This design comes from an exercise in tuning for small area and a short achievable clock period on the open sky130 flow, not from production work. In this exercise RTL edits were held to simulation tests only and were not proved equivalent to the original. Power is estimated from default activity; no workload was simulated.

==> inputs of quartz <==
## mult_top
module mult_top(
    input clk,
    input  [15:0] x,
    input  [15:0] y,
    output reg [31:0] p_out
    );
    wire [17:0] h_d;
    wire yneg_d, sn_d;
    wire [4:0] ksum_d;
    wire [5:0] m_d;
    ELM_front front(.x(x), .y(y), .h(h_d), .yneg(yneg_d), .ksum(ksum_d),
                    .m(m_d), .sn(sn_d));
    reg [17:0] h_q;
    reg yneg_q, sn_q;
    reg [4:0] ksum_q;
    reg [5:0] m_q;
    wire [31:0] P_vec;
    ELM_back back(.h(h_q), .yneg(yneg_q), .ksum(ksum_q), .m(m_q),
                  .sn(sn_q), .p(P_vec));
    always @(posedge clk)
    begin
        h_q <= h_d;
        yneg_q <= yneg_d;
        ksum_q <= ksum_d;
        m_q <= m_d;
        sn_q <= sn_d;
        p_out <= P_vec;
    end
endmodule
==> module ELM_log, before the edit <==
module ELM_log(
    input  [12:0] a,
    output [3:0]  k,
    output [4:0]  f
    );
    wire [12:0] above;    
    wire [12:0] lead;     
    assign above[12] = 1'b0;
    genvar i, j;
    generate
        for (i = 11; i >= 0; i = i - 1) begin : g_above
            assign above[i] = |a[12:i+1];
        end
        for (i = 0; i < 13; i = i + 1) begin : g_lead
            assign lead[i] = a[i] & ~above[i];
        end
    endgenerate
    assign k[0] = lead[1] | lead[3] | lead[5] | lead[7] | lead[9] | lead[11];
    assign k[1] = lead[2] | lead[3] | lead[6] | lead[7] | lead[10] | lead[11];
    assign k[2] = lead[4] | lead[5] | lead[6] | lead[7] | lead[12];
    assign k[3] = lead[8] | lead[9] | lead[10] | lead[11] | lead[12];
    generate
        for (j = 0; j < 5; j = j + 1) begin : g_f
            wire [12:0] t;
            for (i = 0; i < 13; i = i + 1) begin : g_t
                if (i - 1 - j >= 0) begin : g_on
                    assign t[i] = lead[i] & a[i-1-j];
                end else begin : g_off
                    assign t[i] = 1'b0;
                end
            end
            assign f[4-j] = |t;
        end
    endgenerate
endmodule
==> module ELM_add, before the edit <==
module ELM_add #(parameter W = 18) (
    input  [W-1:0] a,
    input  [W-1:0] b,
    input          ci,
    output [W-1:0] s
    );
    wire [W-1:0] p0 = a ^ b;
    wire [W-1:0] g0 = a & b;
    wire [W-1:0] g [0:5];
    wire [W-1:0] p [0:5];
    assign g[0] = {g0[W-1:1], g0[0] | (p0[0] & ci)};
    assign p[0] = p0;
    genvar l, i;
    generate
        for (l = 0; l < 5; l = l + 1) begin : g_lvl
            for (i = 0; i < W; i = i + 1) begin : g_bit
                if (i >= (1 << l)) begin : g_op
                    assign g[l+1][i] = g[l][i] | (p[l][i] & g[l][i-(1<<l)]);
                    assign p[l+1][i] = p[l][i] & p[l][i-(1<<l)];
                end else begin : g_pass
                    assign g[l+1][i] = g[l][i];
                    assign p[l+1][i] = p[l][i];
                end
            end
        end
    endgenerate
    assign s = p0 ^ {g[5][W-2:0], ci};
endmodule
==> module ELM_back, before the edit <==
module ELM_back(
    input  [17:0] h,
    input         yneg,
    input  [4:0]  ksum,
    input  [5:0]  m,
    input         sn,
    output [31:0] p
    );
    wire [6:0] w = m[5] ? {1'b1, m[4:0], 1'b0} : {1'b0, 1'b1, m[4:0]};
    wire [24:0] oh;
    genvar i, j;
    generate
        for (i = 0; i < 25; i = i + 1) begin : g_oh
            assign oh[i] = (ksum == i);
        end
    endgenerate
    wire [27:0] a;
    generate
        for (j = 0; j < 28; j = j + 1) begin : g_a
            wire [6:0] t;
            for (i = 0; i < 7; i = i + 1) begin : g_t
                if (j + 5 - i >= 0 && j + 5 - i <= 24) begin : g_on
                    assign t[i] = w[i] & oh[j+5-i];
                end else begin : g_off
                    assign t[i] = 1'b0;
                end
            end
            assign a[j] = |t;
        end
    endgenerate
    wire [27:0] pp0 = a ^ {28{sn}};
    assign p[13:0] = pp0[13:0] - yneg;
    wire c14 = yneg & (|pp0[13:0]);
    ELM_add #(18) add_p(.a(h), .b({{4{sn}}, pp0[27:14]}), .ci(c14), .s(p[31:14]));
endmodule
export LEC_CHECK = 0
export ABC_AREA = 1
export CAP_MARGIN = 20
export CORE_MARGIN = 2
export CORE_UTILIZATION = 40
export SLEW_MARGIN = 20
create_clock -name core_clock -period 7.0 [get_ports {clk}]
run.sh (not shown) runs the stock make flow with config.mk's settings and CLKGATE_MAP_FILE= SYNTH_SCRIPT=/design/flow/synth_recipe.tcl, a recipe that flattens the netlist after the stock synthesis.
==> pepper: changes against quartz <==
--- a/flow/design.v
+++ b/flow/design.v
@@ -3,35 +3,23 @@
     output [3:0]  k,
     output [4:0]  f
     );
-    wire [12:0] above;    
-    wire [12:0] lead;     
-    assign above[12] = 1'b0;
-    genvar i, j;
-    generate
-        for (i = 11; i >= 0; i = i - 1) begin : g_above
-            assign above[i] = |a[12:i+1];
-        end
-        for (i = 0; i < 13; i = i + 1) begin : g_lead
-            assign lead[i] = a[i] & ~above[i];
-        end
-    endgenerate
-    assign k[0] = lead[1] | lead[3] | lead[5] | lead[7] | lead[9] | lead[11];
-    assign k[1] = lead[2] | lead[3] | lead[6] | lead[7] | lead[10] | lead[11];
-    assign k[2] = lead[4] | lead[5] | lead[6] | lead[7] | lead[12];
-    assign k[3] = lead[8] | lead[9] | lead[10] | lead[11] | lead[12];
-    generate
-        for (j = 0; j < 5; j = j + 1) begin : g_f
-            wire [12:0] t;
-            for (i = 0; i < 13; i = i + 1) begin : g_t
-                if (i - 1 - j >= 0) begin : g_on
-                    assign t[i] = lead[i] & a[i-1-j];
-                end else begin : g_off
-                    assign t[i] = 1'b0;
-                end
-            end
-            assign f[4-j] = |t;
-        end
-    endgenerate
+    wire n3 = a[12];
+    wire n2 = ~n3 & (|a[11:8]);
+    wire n1 = ~n3 & ~(|a[11:8]) & (|a[7:4]);
+    wire n0 = ~n3 & ~(|a[11:4]);
+    assign k[3] = n3 | n2;
+    assign k[2] = n3 | n1;
+    wire [20:0] e = {3'b0, a, 5'b0};
+    wire [8:0] g = ({9{n0}} & e[8:0]) | ({9{n1}} & e[12:4])
+                 | ({9{n2}} & e[16:8]) | ({9{n3}} & e[20:12]);
+    wire l3 = g[8];
+    wire l2 = ~g[8] & g[7];
+    wire l1 = ~g[8] & ~g[7] & g[6];
+    wire l0 = ~g[8] & ~g[7] & ~g[6];
+    assign k[1] = l3 | l2;
+    assign k[0] = l3 | l1;
+    assign f = ({5{l0}} & g[4:0]) | ({5{l1}} & g[5:1])
+             | ({5{l2}} & g[6:2]) | ({5{l3}} & g[7:3]);
 endmodule
 module ELM_add #(parameter W = 18) (
     input  [W-1:0] a,
@@ -49,9 +37,10 @@
     generate
         for (l = 0; l < 5; l = l + 1) begin : g_lvl
             for (i = 0; i < W; i = i + 1) begin : g_bit
-                if (i >= (1 << l)) begin : g_op
-                    assign g[l+1][i] = g[l][i] | (p[l][i] & g[l][i-(1<<l)]);
-                    assign p[l+1][i] = p[l][i] & p[l][i-(1<<l)];
+                if ((i >> l) & 1) begin : g_op
+                    localparam integer J = ((i >> l) << l) - 1;
+                    assign g[l+1][i] = g[l][i] | (p[l][i] & g[l][J]);
+                    assign p[l+1][i] = p[l][i] & p[l][J];
                 end else begin : g_pass
                     assign g[l+1][i] = g[l][i];
                     assign p[l+1][i] = p[l][i];
@@ -102,11 +91,12 @@
     output [31:0] p
     );
     wire [6:0] w = m[5] ? {1'b1, m[4:0], 1'b0} : {1'b0, 1'b1, m[4:0]};
-    wire [24:0] oh;
+    wire [9:0] u = {3'b0, w} << ksum[1:0];
+    wire [7:0] oq;
     genvar i, j;
     generate
-        for (i = 0; i < 25; i = i + 1) begin : g_oh
-            assign oh[i] = (ksum == i);
+        for (i = 0; i < 8; i = i + 1) begin : g_oq
+            assign oq[i] = (ksum[4:2] == i) && (i < 7);
         end
     endgenerate
     wire [27:0] a;
@@ -114,8 +104,8 @@
         for (j = 0; j < 28; j = j + 1) begin : g_a
             wire [6:0] t;
             for (i = 0; i < 7; i = i + 1) begin : g_t
-                if (j + 5 - i >= 0 && j + 5 - i <= 24) begin : g_on
-                    assign t[i] = w[i] & oh[j+5-i];
+                if (j + 5 - 4 * i >= 0 && j + 5 - 4 * i <= 9) begin : g_on
+                    assign t[i] = u[j+5-4*i] & oq[i];
                 end else begin : g_off
                     assign t[i] = 1'b0;
                 end
==> flow/flow/run.sh (new file) <==
#!/bin/bash
# Standard layout, with two changes passed to the ORFS make run:
#  - no full/half adder cell extraction in synthesis (ABC maps the adders),
#  - port buffers made from the smallest buffer cell.
export ADDER_MAP_FILE=
export BUFFER_PORTS_ARGS="-buffer_cell sky130_fd_sc_hd__buf_1"
bash standard.sh > standard.log 2>&1
==> flow/standard.sh (new file) <==
#!/bin/bash
# synth_recipe.tcl (not shown) runs the flow's synth.tcl, then flattens the netlist and writes it again
# the make line also repeats each setting of config.mk as NAME=value (left out here)
make -C /OpenROAD-flow-scripts/flow DESIGN_CONFIG=/design/flow/config.mk WORK_HOME=/design/flow/orfs CLKGATE_MAP_FILE= SYNTH_SCRIPT=/design/flow/synth_recipe.tcl "${@:-finish}"
- CTS_BUF_LIST: not set -> sky130_fd_sc_hd__clkbuf_4
- CTS_CLUSTER_SIZE: not set -> 6
- SETUP_SLACK_MARGIN: not set -> 3.3
- TNS_END_PERCENT: not set -> 0
removed: flow/run.sh
==> impl_metrics.py <==
metrics = {
    "clocking": {
        "clk_root_buffer_cell": "sky130_fd_sc_hd__clkbuf_16",
    },
    "final_layout": {
        "clkCellAreaFrac_pct": 4.10,
        "most-common-layout-cells": "sky130_fd_sc_hd__nand2_1 (245), sky130_fd_sc_hd__inv_1 (127), sky130_fd_sc_hd__nor2_1 (106), sky130_fd_sc_hd__nand3_1 (96), sky130_fd_sc_hd__xor2_1 (83)",
    },
    "setup_path": {
        "worst-path-buf-inv": 3,
    },
    "power": {
        "p_comb_share_pct": 61.0,
    },
    "synthesis": {
        "synth-simple-area-share_pct": 33.6,
    },
    "run_status": {
        "run_status": "timing/DRC/antenna clean",
    },
    "grt": {
        "use_met3_pct": 2.51,
    },
}
# the run above: quartz

==> impl_metrics.py <==
metrics = {
    "final_layout": {
        "most-common-layout-cells": "sky130_fd_sc_hd__nand2_1 (295), sky130_fd_sc_hd__inv_1 (137), sky130_fd_sc_hd__nor2_1 (96), sky130_fd_sc_hd__xor2_1 (78), sky130_fd_sc_hd__nand3_1 (69)",
    },
    "synthesis": {
        "synth_compound_area_share_pct": 11.7,
        "netlist.top_cell.by_area": "sky130_fd_sc_hd__dfxtp_1",
    },
    "clocking": {
        "clock_sinks": 63,
        "clk_root_buffer_cell": "sky130_fd_sc_hd__clkbuf_4",
    },
    "min_path": {
        "hp-class": "reg2reg",
    },
    "grt": {
        "use_met3_pct": 2.12,
    },
    "run_status": {
        "run_status": "timing/DRC/antenna clean",
    },
    "detailed_routing": {
        "drt_first_pass_iters": 4,
    },
}
# the run above: pepper

==> re-timing with driven ports <==
The results above use ideal ports. As a check the final layouts listed here were re-extracted and re-timed, cells and wires unchanged.
Step 1, drivers: a clkbuf_16 drives clk and a buf_2 each remaining input, both assumed.
Step 2 also shifts input and output timing later by t, the mid clock arrival at the registers, as if the neighbouring blocks saw the same clock.
Three values: ideal, step 1, step 2; two values: the first two.
run | shift t [ns] | setup slack, ns | hold WS [ns] | latest minus earliest clock arrival (ns)
quartz | 0.372 | 2.305 / 2.322 / 1.949 | 0.554 / 0.554 / 0.554 | 0.007 / 0.007
pepper | 0.435 | 3.366 / 3.375 / 2.940 | 0.548 / 0.548 / 0.548 | 0.015 / 0.015
After both steps every run listed still meets setup and hold. For pepper, which loses most, drivers alone change the setup slack by +0.009 ns; drivers and shift together by -0.426 ns.
